Background: an optimization exercise with open tools, aiming at small area. Do not read the settings as production practice.
Function was checked by simulation only, so behaviour that the tests miss may differ from the original.
Power figures rest on the tool's default switching activity, not on a simulated workload.

== run a ==
==> flow/design.v <==
module avalon_csr
(
	input  wire         clk,
	input  wire         rst,
	output wire         mm_waitrequest,
	output wire [31:0]  mm_readdata,
	output wire         mm_readdatavalid,
	input  wire [31:0]  mm_writedata,
	input  wire [9:0]   mm_address,
	input  wire         mm_write,
	input  wire         mm_read,
	output wire [31:0]  reg0,
	output wire [31:0]  reg1,
	output wire [31:0]  reg2,
	output wire [31:0]  reg3,
	output wire [31:0]  reg4
);
reg [31:0] regs [0:7];
reg        rvalid;
reg [7:0]  rsel;
wire        hit = (mm_address[9:5] == 5'd0) && (mm_address[1:0] == 2'd0);
wire [31:0] wdata = mm_writedata & {32{~rst}};
genvar i;
generate
	for (i = 0; i < 8; i = i + 1) begin : g_reg
		always @(posedge clk)
			if (rst || (mm_write && hit && mm_address[4:2] == i))
				regs[i] <= wdata;
	end
endgenerate
always @(posedge clk) begin
	rvalid <= mm_read & ~rst;
end
generate
	for (i = 0; i < 8; i = i + 1) begin : g_sel
		always @(posedge clk)
			rsel[i] <= hit && (mm_address[4:2] == i);
	end
endgenerate
reg [31:0] rdata;
integer k;
always @(*) begin
	rdata = 32'd0;
	for (k = 0; k < 8; k = k + 1)
		rdata = rdata | (regs[k] & {32{rsel[k]}});
end
assign mm_waitrequest   = 1'b0;
assign mm_readdatavalid = rvalid;
assign mm_readdata      = rdata;
assign reg0 = regs[0];
assign reg1 = regs[1];
assign reg2 = regs[2];
assign reg3 = regs[3];
assign reg4 = regs[4];
endmodule
module dma_from_sdram
(
	input  wire        clk,
	input  wire        rst,
	input  wire        start,
	input  wire [28:0] begin_address,
	input  wire [31:0] size_buffer,
	output wire [28:0] sdram0_data_address,
	input  wire        sdram0_data_waitrequest,
	input  wire [47:0] sdram0_data_readdata,
	input  wire        sdram0_data_readdatavalid,
	output wire        sdram0_data_read,
	output wire [7:0]  sdram0_data_burstcount,
	output wire [9:0]  dist_address,
	output wire [47:0] dist_data,
	output wire        write_enable
);
localparam IDLE = 3'd0, READ = 3'd1, RESP = 3'd2, WRITE = 3'd3, STOP = 3'd4;
reg [2:0]  state;
reg [28:0] addr;
reg [31:0] count;
reg [47:0] data;
wire        step = (state == WRITE);
wire [31:0] count_c;
wire [28:0] addr_c;
genvar i;
generate
	for (i = 0; i < 32; i = i + 1) begin : g_cinc
		if (i % 8 == 0) begin : g_blk
			if (i == 0)
				assign count_c[i] = step;
			else
				assign count_c[i] = step & (&count[i-1:0]);
		end else begin : g_rip
			assign count_c[i] = count_c[i-1] & count[i-1];
		end
	end
	for (i = 0; i < 29; i = i + 1) begin : g_ainc
		if (i % 8 == 0) begin : g_blk
			if (i == 0)
				assign addr_c[i] = step;
			else
				assign addr_c[i] = step & (&addr[i-1:0]);
		end else begin : g_rip
			assign addr_c[i] = addr_c[i-1] & addr[i-1];
		end
	end
endgenerate
wire [31:0] count_next = count ^ count_c;
always @(posedge clk) begin
	data <= sdram0_data_readdata;
	addr  <= (state == IDLE) ? begin_address : (addr ^ addr_c);
	count <= count_next & {32{~rst}};
	if (rst)
		state <= IDLE;
	else
		case (state)
			IDLE:  if (start) state <= READ;
			READ:  if (!sdram0_data_waitrequest) state <= RESP;
			RESP:  if (sdram0_data_readdatavalid) state <= WRITE;
			WRITE: state <= (count_next == size_buffer) ? STOP : READ;
			default: state <= STOP;
		endcase
end
assign sdram0_data_address    = addr;
assign sdram0_data_read       = (state == READ);
assign sdram0_data_burstcount = 8'd1;
assign dist_address           = count[9:0];
assign dist_data              = data;
assign write_enable           = (state == WRITE);
endmodule
module matrix
(
	input  wire        rst_n,
	input  wire        clk,
	output reg         r0,
	output reg         g0,
	output reg         b0,
	output reg         r1,
	output reg         g1,
	output reg         b1,
	output reg         r2,
	output reg         g2,
	output reg         b2,
	output reg         r3,
	output reg         g3,
	output reg         b3,
	output wire [2:0]  a,
	output wire        blank,
	output reg         sclk,
	output wire        latch,
	output wire [9:0]  mem_address,
	input  wire        mem_enable,
	input  wire [47:0] mem_output_data
);
reg [12:0] t;
reg        first;
reg [1:0]  rd_bit;
reg [2:0]  rd_row;
wire shifting = (t[12:9] == 4'd0);
wire [13:0] t_c;
assign t_c[0] = 1'b1;
genvar j;
generate
	for (j = 0; j < 13; j = j + 1) begin : g_tinc
		assign t_c[j+1] = t_c[j] & t[j];
	end
endgenerate
wire [12:0] t_inc = t ^ t_c[12:0];
wire neg = &t[12:9];
reg  expire;
always @(*) begin
	if (first)
		expire = ~t[12] & t[9] & t[8] & t[7] & t[6];               
	else
		case (rd_bit)
			2'd1: expire = ~t[12] & t[9] & t[8] & t[7] & t[5] & t[3] & t[2];           
			2'd2: expire = ~t[12] & t[10] & t[9] & t[8] & t[6] & t[5] & t[3] & t[2];   
			2'd3: expire = ~t[12] & t[11] & t[10] & t[9] & t[7] & t[6] & t[5] & t[3] & t[2];  
			default: expire = ~t[9] & t[12] & t[11] & t[10] & t[8] & t[7] & t[6] & t[5] & t[3] & t[2];  
		endcase
end
wire late   = neg & t[4] & (t[3] | (t[2] & t[1]));    
wire at_m1  = neg & (t[4:0] == 5'b11111);    
wire [4:0] plane = {rd_row, rd_bit};
wire [5:0] p_c;
assign p_c[0] = at_m1;
generate
	for (j = 0; j < 5; j = j + 1) begin : g_pinc
		assign p_c[j+1] = p_c[j] & plane[j];
	end
endgenerate
wire [3:0] psel;
assign psel[0] = mem_enable & (rd_bit == 2'd0);
assign psel[1] = mem_enable & (rd_bit == 2'd1);
assign psel[2] = mem_enable & (rd_bit == 2'd2);
assign psel[3] = mem_enable & (rd_bit == 2'd3);
wire [11:0] bits;
genvar i;
generate
	for (i = 0; i < 12; i = i + 1) begin : g_bit
		wire [3:0] nib = mem_output_data[4*i+3:4*i];
		assign bits[i] = |(nib & psel);
	end
endgenerate
always @(posedge clk) begin
	if (rst_n) begin
		t      <= 13'd0;
		first  <= 1'b1;
		rd_bit <= 2'd0;
		rd_row <= 3'd0;
		sclk   <= 1'b0;
		{r3, g3, b3, r2, g2, b2, r1, g1, b1, r0, g0, b0} <= 12'd0;
	end else begin
		if (expire)
			t <= -13'sd19;
		else
			t <= t_inc;
		if (at_m1)
			first <= 1'b0;
		{rd_row, rd_bit} <= plane ^ p_c[4:0];
		sclk <= shifting && (t[1:0] == 2'd3);
		if (shifting && t[1:0] == 2'd1)
			{r3, g3, b3, r2, g2, b2, r1, g1, b1, r0, g0, b0} <= bits;
	end
end
assign blank = neg ? ~at_m1 : first;
assign latch = late & ~at_m1;
wire a_lags = (rd_bit == 2'd0) & ~first & ~late;
assign a = rd_row - {2'd0, a_lags};
assign mem_address = {rd_row, shifting ? t[8:2] : 7'd0};
endmodule
module memory_mux (
	input  wire [9:0]  slave_0_dist_address,
	input  wire [47:0] slave_0_dist_data,
	input  wire        slave_0_write_enable,
	input  wire [9:0]  slave_1_dist_address,
	output wire [9:0]  master_dist_address,
	output wire [47:0] master_dist_data,
	output wire        master_write_enable,
	input  wire        mux
);
assign master_dist_address = mux ? slave_1_dist_address : slave_0_dist_address;
assign master_dist_data    = slave_0_dist_data;
assign master_write_enable = ~mux & slave_0_write_enable;
endmodule
module led_matrix_soc (
	input  wire         clk,
	input  wire         rst,
	output wire         mm_waitrequest,
	output wire [31:0]  mm_readdata,
	output wire         mm_readdatavalid,
	input  wire [31:0]  mm_writedata,
	input  wire [9:0]   mm_address,
	input  wire         mm_write,
	input  wire         mm_read,
	output wire [28:0]  sdram_address,
	input  wire         sdram_waitrequest,
	input  wire [63:0]  sdram_readdata,
	input  wire         sdram_readdatavalid,
	output wire         sdram_read,
	output wire [7:0]   sdram_burstcount,
	output wire [9:0]   ram_address,
	output wire [47:0]  ram_data,
	output wire         ram_wren,
	input  wire [47:0]  ram_q,
	output wire         r0,
	output wire         g0,
	output wire         b0,
	output wire         r1,
	output wire         g1,
	output wire         b1,
	output wire         r2,
	output wire         g2,
	output wire         b2,
	output wire         r3,
	output wire         g3,
	output wire         b3,
	output wire [2:0]   a,
	output wire         blank,
	output wire         sclk,
	output wire         latch
);
wire [31:0] dma_start;
wire [31:0] begin_dma_address;
wire [31:0] size_of_buffer;
wire [31:0] mem_mux;
wire [31:0] matrix_rst;
wire [47:0] dist_dma;
wire        write_enable;
wire [9:0]  dist_address;
wire [9:0]  matrix_memory_address;
avalon_csr avalon_csr (
	.clk              (clk),
	.rst              (rst),
	.mm_waitrequest   (mm_waitrequest),
	.mm_readdata      (mm_readdata),
	.mm_readdatavalid (mm_readdatavalid),
	.mm_writedata     (mm_writedata),
	.mm_address       (mm_address),
	.mm_write         (mm_write),
	.mm_read          (mm_read),
	.reg0             (dma_start),
	.reg1             (begin_dma_address),
	.reg2             (size_of_buffer),
	.reg3             (mem_mux),
	.reg4             (matrix_rst)
);
matrix matrix (
	.rst_n            (matrix_rst[0]),
	.clk              (clk),
	.r0               (r0),
	.g0               (g0),
	.b0               (b0),
	.r1               (r1),
	.g1               (g1),
	.b1               (b1),
	.r2               (r2),
	.g2               (g2),
	.b2               (b2),
	.r3               (r3),
	.g3               (g3),
	.b3               (b3),
	.a                (a),
	.blank            (blank),
	.sclk             (sclk),
	.latch            (latch),
	.mem_address      (matrix_memory_address),
	.mem_enable       (mem_mux[0]),
	.mem_output_data  (ram_q)
);
dma_from_sdram dma_from_sdram (
	.clk                       (clk),
	.rst                       (rst),
	.start                     (dma_start[0]),
	.begin_address             (begin_dma_address[28:0]),
	.size_buffer               (size_of_buffer),
	.sdram0_data_address       (sdram_address),
	.sdram0_data_waitrequest   (sdram_waitrequest),
	.sdram0_data_readdata      (sdram_readdata[47:0]),
	.sdram0_data_readdatavalid (sdram_readdatavalid),
	.sdram0_data_read          (sdram_read),
	.sdram0_data_burstcount    (sdram_burstcount),
	.dist_address              (dist_address),
	.dist_data                 (dist_dma),
	.write_enable              (write_enable)
);
memory_mux memory_mux (
	.slave_0_dist_address (dist_address),
	.slave_0_dist_data    (dist_dma),
	.slave_0_write_enable (write_enable),
	.slave_1_dist_address (matrix_memory_address),
	.master_dist_address  (ram_address),
	.master_dist_data     (ram_data),
	.master_write_enable  (ram_wren),
	.mux                  (mem_mux[0])
);
endmodule
Settings: LEC_CHECK=0, CAP_MARGIN=20, CORE_MARGIN=2, CORE_UTILIZATION=65, CTS_BUF_LIST=sky130_fd_sc_hd__clkbuf_8, CTS_CLUSTER_DIAMETER=100, CTS_CLUSTER_SIZE=15, SLEW_MARGIN=20; clock period 5.0 ns.
standard.sh (not shown) runs the stock make flow with config.mk's settings and CLKGATE_MAP_FILE= SYNTH_SCRIPT=/design/flow/synth_recipe.tcl, a recipe that flattens the netlist after the stock synthesis.
==> flow/flow/run.sh <==
#!/bin/bash
# The standard layout (the standard.sh, standard synthesis unchanged),
# with each port buffered by the smallest buffer cell instead of the
# default clkdlybuf4s50_1.
set -euo pipefail
bash standard.sh "BUFFER_PORTS_ARGS=-buffer_cell sky130_fd_sc_hd__buf_1" finish > flow_standard.log 2>&1
The following lists how run b was set up differently from run a:
diff --git a/flow/design.v b/flow/design.v
--- a/flow/design.v
+++ b/flow/design.v
@@ -185,17 +185,12 @@
 		assign p_c[j+1] = p_c[j] & plane[j];
 	end
 endgenerate
-wire [3:0] psel;
-assign psel[0] = mem_enable & (rd_bit == 2'd0);
-assign psel[1] = mem_enable & (rd_bit == 2'd1);
-assign psel[2] = mem_enable & (rd_bit == 2'd2);
-assign psel[3] = mem_enable & (rd_bit == 2'd3);
 wire [11:0] bits;
 genvar i;
 generate
 	for (i = 0; i < 12; i = i + 1) begin : g_bit
 		wire [3:0] nib = mem_output_data[4*i+3:4*i];
-		assign bits[i] = |(nib & psel);
+		assign bits[i] = nib[rd_bit] & mem_enable;
 	end
 endgenerate
 always @(posedge clk) begin
--- outcome ---
No run among run b and run a stopped early or left any final violation; all are clean. Relative to run a, run b degrades first-pass GRT wire length. Run b and run a ended up with nearly the same routed wire length. Compared with run a, in run b later-pin clock latency in the skew report now sits lower; power comparable. Diff run a -> run b: transition at the pin with the smallest max-transition slack now sits lower; overall track demand over capacity in global routing comparable; combinational power +about 2%; area after synthesis increased 0.39%; portion of the clock cycle consumed by the worst path in the final layout lost 4.3 points. Delta(final core utilization, run b - run a) > 0. On share of total power in combinational logic, run b and run a are basically level. On flip-flop and latch share of the layout cell area, run b and run a are basically level. Between run b and run a, layout net count is lower for run a, run b comes in above that.

==> port drivers added, routing unchanged <==
The results above use ideal ports. As a check the final layouts listed here were re-extracted and re-timed, cells and wires unchanged.
Step 1, drivers: a clkbuf_16 drives clk and a buf_2 each remaining input, both assumed.
Step 2, shift: input delay + t, output delay - t, t = (earliest + latest rising clock arrival at the registers) / 2. This alone moves slack from input paths to output paths.
Slacks: ideal ports / drivers / drivers and shift; pairs: ideal ports / drivers.
run	shift t [ns]	slack for setup (ns)	clock arrival spread, ns	slew at the worst register clock pin (ns)
run a	0.641	1.161 / 1.161 / 1.161	0.026 / 0.025	0.10 / 0.10
run b	0.631	1.378 / 1.378 / 1.378	0.029 / 0.029	0.11 / 0.11
After both steps every run listed still meets setup and hold.
